From an optimization exercise on the open Yosys and OpenROAD flow, aimed at small area and a short achievable clock period; shortcuts taken in it are not production practice.
Function was checked by simulation only, so behaviour that the tests miss may differ from the original.

==> flow/design.v (excerpt) <==
module hsv2rgb_pipe (
        input clk,
        input rst_n,
        input in_valid,
        input [7:0] h,
        input [7:0] s,
        input [7:0] v,
        output reg out_valid,
        output reg [7:0] r,
        output reg [7:0] g,
        output reg [7:0] b
    );
    reg vld0, vld1, vld2;
    reg [7:0] h0, s0, v0;
    wire [2:0] region = (h0 >= 8'd215) ? 3'd5 : (h0 >= 8'd172) ? 3'd4 :
                        (h0 >= 8'd129) ? 3'd3 : (h0 >= 8'd86) ? 3'd2 :
                        (h0 >= 8'd43) ? 3'd1 : 3'd0;
    wire [6:0] h3 = h0[6:0] + {h0[5:0], 1'b0};
    wire [6:0] k3 = h3 - {4'd0, region};
    wire even = ~region[0];
    wire [7:0] x_c = {k3 ^ {7{even}}, even};
    wire [2:0] sel_c = (s0 == 8'd0) ? 3'd7 : region;
    reg [2:0] sel1;
    reg [7:0] x1, s1;
    reg [7:0] nv1;       
    wire [7:0] u_c, p_c;
    wire mu_pp01 = s1[0] & x1[1];
    wire mu_pp02 = s1[0] & x1[2];
    wire mu_pp03 = s1[0] & x1[3];
    wire mu_pp04 = s1[0] & x1[4];
    wire mu_pp05 = s1[0] & x1[5];
    wire mu_pp06 = s1[0] & x1[6];
    wire mu_pp07 = s1[0] & x1[7];
    wire mu_pp10 = s1[1] & x1[0];
    wire mu_pp11 = s1[1] & x1[1];
    wire mu_pp12 = s1[1] & x1[2];
    wire mu_pp13 = s1[1] & x1[3];
    wire mu_pp14 = s1[1] & x1[4];
    wire mu_pp15 = s1[1] & x1[5];
    wire mu_pp16 = s1[1] & x1[6];
    wire mu_pp17 = s1[1] & x1[7];
    wire mu_pp20 = s1[2] & x1[0];
    wire mu_pp21 = s1[2] & x1[1];
    wire mu_pp22 = s1[2] & x1[2];
    wire mu_pp23 = s1[2] & x1[3];
    wire mu_pp24 = s1[2] & x1[4];
    wire mu_pp25 = s1[2] & x1[5];
    wire mu_pp26 = s1[2] & x1[6];
    wire mu_pp27 = s1[2] & x1[7];
    wire mu_pp30 = s1[3] & x1[0];
    wire mu_pp31 = s1[3] & x1[1];
  ...
Size in the first run: ~820 cells after synthesis, roughly 110 flip-flops, ~52 I/O pins.
==> flow/config.mk <==
export PLATFORM = sky130hd
export DESIGN_NAME = hsv2rgb_pipe
export DESIGN_NICKNAME = hsv2rgb_pipe
export VERILOG_FILES = /design/flow/design.v
export SDC_FILE = /design/flow/constraint.sdc
export NUM_CORES = 4
export LEC_CHECK = 0
export CAP_MARGIN = 20
export CORE_MARGIN = 2
export CORE_UTILIZATION = 40
export CTS_BUF_LIST = sky130_fd_sc_hd__clkbuf_8
export CTS_CLUSTER_SIZE = 22
export SLEW_MARGIN = 20
export SYNTH_HIERARCHICAL = 1
export SYNTH_MINIMUM_KEEP_SIZE = 0
==> flow/constraint.sdc <==
create_clock -name core_clock -period 15.0 [get_ports {clk}]
set_input_delay 3.0000 -clock core_clock [delete_from_list [all_inputs] [get_ports {clk}]]
set_output_delay 3.0000 -clock core_clock [all_outputs]
set_load 0.01 [all_outputs]
standard.sh (not shown) runs the stock make flow with config.mk's settings and CLKGATE_MAP_FILE= SYNTH_SCRIPT=/design/flow/synth_recipe.tcl, a recipe that flattens the netlist after the stock synthesis.
==> flow/flow/run.sh <==
#!/bin/bash
set -euo pipefail
export BUFFER_PORTS_ARGS="-buffer_cell sky130_fd_sc_hd__buf_1"
bash standard.sh SETUP_SLACK_MARGIN=10.7 finish > standard.log 2>&1
==> next run, changes <==
==> flow/flow/run.sh (replaced) <==
#!/bin/bash
set -euo pipefail
export BUFFER_PORTS_ARGS="-buffer_cell sky130_fd_sc_hd__buf_1"
bash standard.sh SETUP_SLACK_MARGIN=11.2 finish > standard.log 2>&1
CTS_BUF_LIST = unset   (was sky130_fd_sc_hd__clkbuf_8)
CTS_CLUSTER_SIZE = unset   (was 22)
Outcome: Hold slack loses 0.026 ns. Maximum frequency increases by about 7%. Worst setup slack gains 0.27 ns. Final cell count increases by about 5%.
==> next run, changes <==
==> flow/flow/run.sh (replaced) <==
#!/bin/bash
set -euo pipefail
export BUFFER_PORTS_ARGS="-buffer_cell sky130_fd_sc_hd__buf_1"
bash standard.sh SETUP_SLACK_MARGIN=10.95 finish > standard.log 2>&1
ABC_AREA = 1   (was unset)
Register-to-register slack barely changes.
Routed wire length fell by 6.3%.
Final area is lower by 8.3%.
Utilization fell by 5.6 points.
Via count rises by 1.2%.
Critical path depth does not change.
First-iteration DRC count is lower by 6.0%.
Cell count grows by 8.5%.
==> next run, changes <==
==> flow/flow/run.sh (replaced) <==
#!/bin/bash
set -euo pipefail
export BUFFER_PORTS_ARGS="-buffer_cell sky130_fd_sc_hd__buf_1"
bash standard.sh SETUP_SLACK_MARGIN=10.8 finish > standard.log 2>&1
ABC_AREA = unset   (was 1)
The changed run completed with no timing, DRC or antenna violations.
Clock skew went up by 0.0064 ns.
First-iteration DRC count went up by about 11%.
Synthesized cell count went down by 16%.
Worst hold slack stays flat.
Design area went down by 0.98%.
Wire length barely changes.
Via count went down by about 5%.

========
## run A
hsv2rgb_pipe, a different RTL version from the one above (not shown whole).
Size: ~110 flip-flops, ~52 I/O pins, roughly 8000 um^2 of cells after synthesis.
// hsv2rgb_pipe
module hsv2rgb_pipe (
        input clk,
        input rst_n,
        input in_valid,
        input [7:0] h,
        input [7:0] s,
        input [7:0] v,
        output reg out_valid,
        output reg [7:0] r,
        output reg [7:0] g,
        output reg [7:0] b
    );
Settings: LEC_CHECK=0, CAP_MARGIN=20, CORE_MARGIN=2, CORE_UTILIZATION=40, CTS_BUF_LIST=sky130_fd_sc_hd__clkbuf_8, SLEW_MARGIN=20, SYNTH_HIERARCHICAL=1, SYNTH_MINIMUM_KEEP_SIZE=0; clock period 15.0 ns.
==> flow/flow/run.sh <==
#!/bin/bash
set -euo pipefail
export BUFFER_PORTS_ARGS="-buffer_cell sky130_fd_sc_hd__buf_1"
bash standard.sh SETUP_SLACK_MARGIN=11.05 finish > standard.log 2>&1
Here is what was changed in the inputs of run B compared with run A.
==> flow/flow/run.sh <==
#!/bin/bash
set -euo pipefail
export BUFFER_PORTS_ARGS="-buffer_cell sky130_fd_sc_hd__buf_1"
bash standard.sh SETUP_SLACK_MARGIN=10.9 finish > standard.log 2>&1
--- outcome ---
- Run A → run B: final area lower; number of sequential cells roughly the same.
- Compared with run A, in run B total routed wirelength rose about 3.6%; via count went up by 0.89%; routability congestion estimate from global placement went up 11%.
- The higher final setup slack of the worst path came out of run A.
- The standard cell area after detailed placement of run A and that of run B are within noise of each other.
- The fill cell instance count of the final layout was comparable across run A and run B.
Setup changes, run B to run C
==> flow/flow/run.sh <==
#!/bin/bash
set -euo pipefail
export BUFFER_PORTS_ARGS="-buffer_cell sky130_fd_sc_hd__buf_1"
bash standard.sh SETUP_SLACK_MARGIN=10.7 finish > standard.log 2>&1
Findings:
| final critical delay including setup and external delays | run C vs run B | worse |. Met1 track demand over resource delta for run C relative to run B: 0.71 points lower. Taking run B as the reference, in run C cell area reported after detailed placement flat; setup slack after layout went down.
For run D, these inputs were changed with respect to run C:
==> flow/flow/run.sh <==
#!/bin/bash
set -euo pipefail
export BUFFER_PORTS_ARGS="-buffer_cell sky130_fd_sc_hd__buf_1"
bash standard.sh SETUP_SLACK_MARGIN=10.6 finish > standard.log 2>&1
Results
- Every stage of the flow completed for run D, and the final layout passed the timing, DRC and antenna checks.
- The end of the critical path comes out r[6] in one run and u2[3] in the other, namely in run D and run C respectively.
- Going from run C to run D, post-route clock period utilization picked up an extra 0.37 points, met2 wire length picked up an extra 52 um, setup slack lost 0.056 ns.
### run D -> run E
==> flow/flow/run.sh <==
#!/bin/bash
set -euo pipefail
export BUFFER_PORTS_ARGS="-buffer_cell sky130_fd_sc_hd__buf_1"
bash standard.sh SETUP_SLACK_MARGIN=10.8 finish > standard.log 2>&1
### Flow results
Sequential share of layout area is higher on run D
Synthesis-to-finish area growth (run E over run D): increase, 4.0 points
The worst setup margin in run E was higher than what run D gave.
Taking run D as the reference, in run E total number of nets in the final design now larger, maximum fanout along the worst path shows an increase of 1, first-iteration DRC count moved up.
From run D to run E the numbers moved as follows: global-route usage level, maximum clock frequency moved up, cell total after placement level.

-- afterwards: timing with drivers on the ports --
How much do the figures lean on ideal ports? The routed layouts below were timed once more, with nothing changed but the port constraints.
Step 1 (the two cells are an assumption about what drives the block):
set clk [get_ports {clk}]
set_driving_cell -lib_cell sky130_fd_sc_hd__clkbuf_16 $clk
set_driving_cell -lib_cell sky130_fd_sc_hd__buf_2 [delete_from_list [all_inputs] $clk]
Step 2 also shifts input and output timing later by t, the mid clock arrival at the registers, as if the neighbouring blocks saw the same clock.
Three values: no drivers, after step 1, after step 2; two values: the first two.
run | shift t [ns] | slack for setup (ns) | worst register clock-pin slew, ns | worst data-port slew with drivers (ns) | pins driven straight from the clock port
the first run of note 1 | 0.426 | 10.892 / 10.892 / 10.892 | 0.12 / 0.12 | 0.03 | 1
the second run of note 1 | 0.392 | 11.159 / 11.115 / 11.160 | 0.08 / 0.08 | 0.04 | 1
the third run of note 1 | 0.397 | 11.154 / 11.110 / 11.172 | 0.08 / 0.08 | 0.03 | 1
the fourth run of note 1 | 0.400 | 10.957 / 10.957 / 10.957 | 0.08 / 0.08 | 0.03 | 1
run A | 0.420 | 10.994 / 10.994 / 10.994 | 0.12 / 0.12 | 0.03 | 1
run B | 0.421 | 10.934 / 10.934 / 10.934 | 0.11 / 0.11 | 0.03 | 1
run C | 0.425 | 10.857 / 10.857 / 10.857 | 0.11 / 0.11 | 0.04 | 1
run D | 0.424 | 10.801 / 10.801 / 10.801 | 0.11 / 0.11 | 0.03 | 1
run E | 0.427 | 10.938 / 10.938 / 10.938 | 0.11 / 0.11 | 0.03 | 1
After both steps setup and hold are still met in every run listed.
